What follows belongs to an exercise in optimizing a design on an open flow for small area and a short achievable clock period; a production flow would make more cautious choices.
Function was checked by simulation only, so behaviour that the tests miss may differ from the original.
Power figures rest on the tool's default switching activity, not on a simulated workload.

## design/flow/run.sh

```bash
#!/bin/bash
# synth_recipe.tcl (not shown) runs the flow's synth.tcl, then flattens the netlist and writes it again
# the make line also repeats each setting of config.mk as NAME=value (left out here)
make -C /OpenROAD-flow-scripts/flow DESIGN_CONFIG=/design/flow/config.mk WORK_HOME=/design/flow/orfs CLKGATE_MAP_FILE= SYNTH_SCRIPT=/design/flow/synth_recipe.tcl finish
```

## design/flow/config.mk

```make
export PLATFORM = sky130hd
export DESIGN_NAME = iq
export DESIGN_NICKNAME = iq
export VERILOG_FILES = /design/flow/design.v
export SDC_FILE = /design/flow/constraint.sdc
export NUM_CORES = 8
export LEC_CHECK = 0
export CAP_MARGIN = 40
export CORE_MARGIN = 2
export CORE_UTILIZATION = 40
export SETUP_SLACK_MARGIN = 0.5
export SLEW_MARGIN = 40
```

## design/flow/constraint.sdc

```tcl
create_clock -name core_clock -period 18.0 [get_ports {clk}]
set_input_delay 3.6000 -clock core_clock [delete_from_list [all_inputs] [get_ports {clk}]]
set_output_delay 3.6000 -clock core_clock [all_outputs]
set_load 0.01 [all_outputs]
```

## design/flow/design.v

```verilog
`timescale 1ns / 1ps
module iq (
 input clk,
 input reset,
 input logic [3:0] inserted,
 input logic [6:0] robIdx0,
 input logic [7:0] srcReg0_1,
 input logic [7:0] srcReg0_2,
 input logic [6:0] robIdx1,
 input logic [7:0] srcReg1_1,
 input logic [7:0] srcReg1_2,
 input logic [6:0] robIdx2,
 input logic [7:0] srcReg2_1,
 input logic [7:0] srcReg2_2,
 input logic [6:0] robIdx3,
 input logic [7:0] srcReg3_1,
 input logic [7:0] srcReg3_2,
 input logic executed,
 input logic [7:0] executedReg,
 output logic [2:0] numIssued,
 output logic [6:0] issued0,
 output logic [6:0] issued1,
 output logic [6:0] issued2,
 output logic [6:0] issued3,
 output logic full
);
localparam int N = 32;
logic [N-1:0] vld_q;
logic [N-1:0] r1_q;
logic [N-1:0] r2_q;
logic [6:0]   rob_q [N];
logic [7:0]   t1_q  [N];
logic [7:0]   t2_q  [N];
logic [4:0]   cnt_q;
function automatic logic [3:0] tadd(input logic [3:0] a, input logic [3:0] b);
    tadd[0] = a[0] | b[0];
    tadd[1] = a[1] | b[1] | (a[0] & b[0]);
    tadd[2] = a[2] | b[2] | (a[1] & b[0]) | (a[0] & b[1]);
    tadd[3] = a[3] | b[3] | (a[2] & b[0]) | (a[1] & b[1]) | (a[0] & b[2]);
endfunction
logic [N-1:0] rdy, fre;
always_comb begin
    rdy = vld_q & r1_q & r2_q;
    fre = ~vld_q;
end
logic [3:0] pr [6][N];
logic [3:0] pf [6][N];
always_comb begin
    for (int i = 0; i < N; i++) begin
        pr[0][i] = {3'b0, rdy[i]};
        pf[0][i] = {3'b0, fre[i]};
    end
    for (int l = 0; l < 5; l++) begin
        for (int i = 0; i < N; i++) begin
            if (((i >> l) & 1) == 1) begin
                pr[l+1][i] = tadd(pr[l][((i >> l) << l) - 1], pr[l][i]);
                pf[l+1][i] = tadd(pf[l][((i >> l) << l) - 1], pf[l][i]);
            end else begin
                pr[l+1][i] = pr[l][i];
                pf[l+1][i] = pf[l][i];
            end
        end
    end
end
logic [N-1:0] isel [4];    
logic [N-1:0] fsel [4];    
logic [N-1:0] iss;         
always_comb begin
    for (int i = 0; i < N; i++) begin
        logic [3:0] er, ef;
        er = (i == 0) ? 4'b0 : pr[5][(i == 0) ? 0 : i-1];
        ef = (i == 0) ? 4'b0 : pf[5][(i == 0) ? 0 : i-1];
        isel[0][i] = rdy[i] & ~er[0];
        isel[1][i] = rdy[i] & er[0] & ~er[1];
        isel[2][i] = rdy[i] & er[1] & ~er[2];
        isel[3][i] = rdy[i] & er[2] & ~er[3];
        iss[i]     = rdy[i] & ~er[3];
        fsel[0][i] = fre[i] & ~ef[0];
        fsel[1][i] = fre[i] & ef[0] & ~ef[1];
        fsel[2][i] = fre[i] & ef[1] & ~ef[2];
        fsel[3][i] = fre[i] & ef[2] & ~ef[3];
    end
end
logic [3:0] tot;
assign tot = pr[5][N-1];
assign numIssued = {tot[3], tot[1] & ~tot[3], (tot[0] & ~tot[1]) | (tot[2] & ~tot[3])};
assign full = (cnt_q > 5'd27);
always_comb begin
    issued0 = '0; issued1 = '0; issued2 = '0; issued3 = '0;
    for (int i = 0; i < N; i++) begin
        issued0 |= {7{isel[0][i]}} & rob_q[i];
        issued1 |= {7{isel[1][i]}} & rob_q[i];
        issued2 |= {7{isel[2][i]}} & rob_q[i];
        issued3 |= {7{isel[3][i]}} & rob_q[i];
    end
end
logic [3:0] ins;
assign ins = inserted & {4{~full}};
logic [2:0] ins_amt;
assign ins_amt = {2'b0, ins[0]} + {2'b0, ins[1]} + {2'b0, ins[2]} + {2'b0, ins[3]};
logic [6:0] p_rob [4];
logic [7:0] p_t1  [4];
logic [7:0] p_t2  [4];
assign p_rob[0] = robIdx0; assign p_t1[0] = srcReg0_1; assign p_t2[0] = srcReg0_2;
assign p_rob[1] = robIdx1; assign p_t1[1] = srcReg1_1; assign p_t2[1] = srcReg1_2;
assign p_rob[2] = robIdx2; assign p_t1[2] = srcReg2_1; assign p_t2[2] = srcReg2_2;
assign p_rob[3] = robIdx3; assign p_t1[3] = srcReg3_1; assign p_t2[3] = srcReg3_2;
logic [N-1:0] vld_n, r1_n, r2_n;
logic [6:0] rob_n [N];
logic [7:0] t1_n  [N];
logic [7:0] t2_n  [N];
always_comb begin
    for (int i = 0; i < N; i++) begin
        vld_n[i] = (vld_q[i] & ~iss[i]) |
                   (fsel[0][i] & ins[0]) | (fsel[1][i] & ins[1]) |
                   (fsel[2][i] & ins[2]) | (fsel[3][i] & ins[3]);
        r1_n[i] = vld_q[i] & (r1_q[i] | (executed && t1_q[i] == executedReg));
        r2_n[i] = vld_q[i] & (r2_q[i] | (executed && t2_q[i] == executedReg));
        rob_n[i] = ({7{vld_q[i]}} & rob_q[i]) |
                   ({7{fsel[0][i]}} & p_rob[0]) | ({7{fsel[1][i]}} & p_rob[1]) |
                   ({7{fsel[2][i]}} & p_rob[2]) | ({7{fsel[3][i]}} & p_rob[3]);
        t1_n[i]  = ({8{vld_q[i]}} & t1_q[i]) |
                   ({8{fsel[0][i]}} & p_t1[0]) | ({8{fsel[1][i]}} & p_t1[1]) |
                   ({8{fsel[2][i]}} & p_t1[2]) | ({8{fsel[3][i]}} & p_t1[3]);
        t2_n[i]  = ({8{vld_q[i]}} & t2_q[i]) |
                   ({8{fsel[0][i]}} & p_t2[0]) | ({8{fsel[1][i]}} & p_t2[1]) |
                   ({8{fsel[2][i]}} & p_t2[2]) | ({8{fsel[3][i]}} & p_t2[3]);
    end
end
always_ff @(posedge clk) begin
    if (~reset) begin
        vld_q <= '0;
        cnt_q <= '0;
    end else begin
        vld_q <= vld_n;
        cnt_q <= cnt_q + {2'b0, ins_amt} - {2'b0, numIssued};
    end
    r1_q <= r1_n;
    r2_q <= r2_n;
    for (int i = 0; i < N; i++) begin
        rob_q[i] <= rob_n[i];
        t1_q[i]  <= t1_n[i];
        t2_q[i]  <= t2_n[i];
    end
end
endmodule
```

==> summary.txt <==
[state kept, by name, summed over array words and instances, names as in the netlist, named ones only]
signal,flops
r1_q,32
vld_q,32
t2_q,248
cnt_q,5
rob_q,217
r2_q,32
t1_q,248
[Yosys cell counts (all sizes together) (17+ instances only)]
cell	number
and3	64
a221oi	266
or3	17
and2	24
xor2	396
nand2	1453
o221ai	21
nand3	429
mux2i	25
clkbuf	795
o22ai	37
nor4	172
a2111oi	25
nand4	77
a22o	226
nor2	250
nor3	126
buf	155
a221o	272
a222oi	162
o211ai	36
o21a	60
a22oi	664
inv	49
o21ai	305
a21oi	410
a31oi	42
edfxtp	23
xnor2	154
maj3	37
dfxtp	814
a211oi	53
[final cells by class]
type / instances / area [sq um] / share of cell area [%]
multi-input cells: 6017 / 39300 / 59.9
clock inverters: 21 / 240 / 0.366
flip-flops and latches: 837 / 17000 / 25.9
repair buffers: 481 / 3650 / 5.56
inverters: 52 / 195 / 0.297
well taps: 1930 / 2410 / 3.68
clock buffers: 144 / 2750 / 4.20
diodes: 11 / 27.5 / 0.0419
[cell families after synthesis]
family / count (synthesis)
compound gates: 2697
xor+xnor: 550
fa+ha+maj: 50
buf+inv: 1002
flops: 837
mux: 26
simple gates: 2694
[cells in the final DEF (no fill, tap or decap), drive strengths merged, types with 21 or more instances in the layout]
cell           instances
clkdlybuf4s50         65
a21oi                410
a22oi                664
a211oi                53
o211ai                36
nor3                 126
a221o                272
nor2                 250
and3                  64
buf                  414
a31oi                 42
a222oi               162
dfxtp                814
xor2                 396
nor4                 172
a221oi               266
edfxtp                23
inv                   53
nand3                429
o22ai                 37
o21ai                305
nand4                 77
mux2i                 25
maj3                  37
a2111oi               25
o221ai                21
a22o                 226
and2                  24
xnor2                154
nand2               1453
o21a                  60
clkbuf               146
[worst max-delay path: cells and delay by family, from the launching register on]
| family | cells | cell delay, ns |
|---|---|---|
| flip-flops | 1 | 0.38 |
| buffers and inverters | 2 | 0.88 |
| AO/OA/AOI/OAI | 5 | 2.43 |
| AND/OR/NAND/NOR | 6 | 2.59 |
[power groups by stage]
stage | clock, mW | sequential (mW) | combinational (mW)
after global routing | 2.02 | 2.12 | 0.788
final | 1.96 | 2.11 | 0.770
after floorplan | 0 | 2.07 | 0.450
after detailed placement | 0 | 2.14 | 0.724
after global placement | 0 | 2.14 | 0.710
after CTS | 1.95 | 2.10 | 0.726
[per-layer routing]
metal	GRT usage [%]	part of all wire, %
met4	27.0	7.2
met5	0	0.011
met1	58.8	38
met2	62.0	40
met3	14.4	15
[worst max path at each step]
stage,from,endpoint,slack (ns),cells past startpoint
floorplan,vld_q[6],issued2[0],10.88,16
global placement,vld_q[9],issued2[4],8.14,12
detailed placement,vld_q[0],issued3[2],8.36,14
CTS,vld_q[7],issued3[4],7.59,13
global route,vld_q[2],issued3[4],7.24,13
finish,vld_q[7],issued3[4],7.34,13
[stage by stage]
stage                     power [mW]  setup WS [ns]
final                           4.85           7.34
after global routing            4.93           7.24
after CTS                       4.77           7.59
after detailed placement        2.86           8.36
after global placement          2.85           8.14
after floorplan                 2.52          10.88
==> flow_summary.toml <==
[run_status]
status = "no timing/DRC/antenna violations"

[floorplan]
core-area_sq_um = 147000
die_area_sq_um = 151000
die_height_um = 388
rows = 141
die_x_um = 388
start_util_pct = 40.1
io_pins = 139

[cells_and_area]
drive_above_1_share_pct = 10.5
area_delta_synth_final_pct = 11.1
final_area_sq_um = 65600
num-fill-cells = 14700
final_cells = 9493
finalNetCount = 7603
final_core_util_pct = 44.6

[timing]
worst_pin_slew_ns = 1.09
drv_slew = 0
fmax_mhz = 93.8
fin_setup_tns_ns = 0
hold_viol = 0
fin_skew_ns = 0.0575
rsz0062_at_grt = "false"
post-route-min-period_ns = 10.66
setup-violations-final = 0
worst_slew_margin_rel_pct = 27.0
period_share_pct = 59.2
hold-worst-slack_ns = 0.479

[placed_design]
post_dp_cell_area_sq_um = 62400
dp_cells = 9315
globalplace.congestion = 1.04
io_buffers = 138
dpl.hpwl_um = 220000

[power]
power_density_nw_per_um2 = 73.8
p_seq_share_pct = 43.6
p_comb_share_pct = 15.9
p_int_mw = 3.28
swShare_pct = 32.3
power.share.clock_pct = 40.5
peakVddDrop_mv = 0.0673
cellLeakagePower_nw = 24.7
p_switching_mw = 1.57

[clock_tree]
root_buffer = "clkbuf_16"
post_cts_buffers = 0
clock_path_buffers = 3
cts_tree = "yes"
cts_resized = 0
htree_levels = 3
cts.sinks = 837
hold_buffers = 0
cts_buffers = 94
clk_pin_slew_ns = 0.06
clk_latency_ns = 0.75

[synthesis]
synth_nets = 7976
async_reset_ff_share_pct = 0
netlist_area_sq_um = 59100
synth.top_cell.area_share_pct = 27.6
seq_area_frac_synth_pct = 28.8
synth-seq-cells = 837
synth_ff_type = "dfxtp_1"
syn_area_per_cell_sq_um = 7.52
synth_xor_area_share_pct = 8.16
synthTopCellsByArea = "dfxtp_1 (28%), nand2_1 (9.2%), a22oi_1 (8.4%)"
synth_compound_area_share_pct = 34.4
synth_top_family_by_area = "compound AO/OA/AOI/OAI gates"
synthDistinctLibCells = 97
synth_area_leader_cell = "dfxtp_1"
synth_edf_count = 23
postSynthCellCount = 7856
synthSimpleGateAreaFrac_pct = 20.7
synth_adder_area_share_pct = 0.941
synthMuxAreaShare_pct = 0.443
yosysWarnings = 14

[routing]
drc = 0
drtIter0Drc = 14100
vias = 71000
routedWlPerCell_um = 37.3
vias_per_cell = 7.48
routed_wirelength_um = 354000
first_pass_iters = 14
ant_nets = 0

[hold_path]
whs_endpoint = "t1_q[4][1]"
hold_class = "flop to flop"
min_path_cells = 2
hold_path.startpoint = "t1_q[4][1]"

[critical_path]
worstSetupPathType = "flop to output port"
critPathMaxStageDelay_ns = 0.73
worstPathMaxFanout = 39
worst_path_max_delay_cell = "a2111o_1"
required_ns = 14.40
r2r_end = "cnt_q[4]"
crit_arrival_ns = 7.06
crit_path_cell_trace = "buf_4, and3_1, nor4_4, a211oi_1, a2111o_1, a221oi_2, nand3_1, a2111oi_0, nand2_1, nor2_1, a222oi_1, nand4_1, clkdlybuf4s50_1"
crit_path_end_kind = "output port"
r2r_cells = 20
r2r_start = "vld_q[2]"
cp-start-kind = "flop"
r2r_setup_slack_ns = 10.49

[grt]
grtUsageTotal_pct = 44.4
grt_remaining_overflow = 0
grt_max_degree = 83
antenna_found_initial = 14
grt_first_pass_wirelength_um = 491000
grt_pass1_vias = 64100

[job]
max_cap_violations = 0

-- port drivers added, routing unchanged --
The flow's constraints put no driver on any port. The routed layout listed below was extracted and timed again, unchanged, in two steps. Step 1 (the two cells are an assumption about what drives the block):
set clk [get_ports {clk}]
set_driving_cell -lib_cell sky130_fd_sc_hd__clkbuf_16 $clk
set_driving_cell -lib_cell sky130_fd_sc_hd__buf_2 [delete_from_list [all_inputs] $clk]
Step 2, shift: input delay + t, output delay - t, t = (earliest + latest rising clock arrival at the registers) / 2. This alone moves slack from input paths to output paths. a / b / c = no drivers / after step 1 / after step 2; a / b = the first two.
t (ns): 0.806
setup WS [ns]: 7.341 / 7.259 / 8.065
latest minus earliest clock arrival (ns): 0.057 / 0.058
pins driven straight from the clock port: 1
After both steps this run still meets setup and hold. The setup slack of this run moves by -0.082 ns with the drivers and by +0.724 ns with both steps.
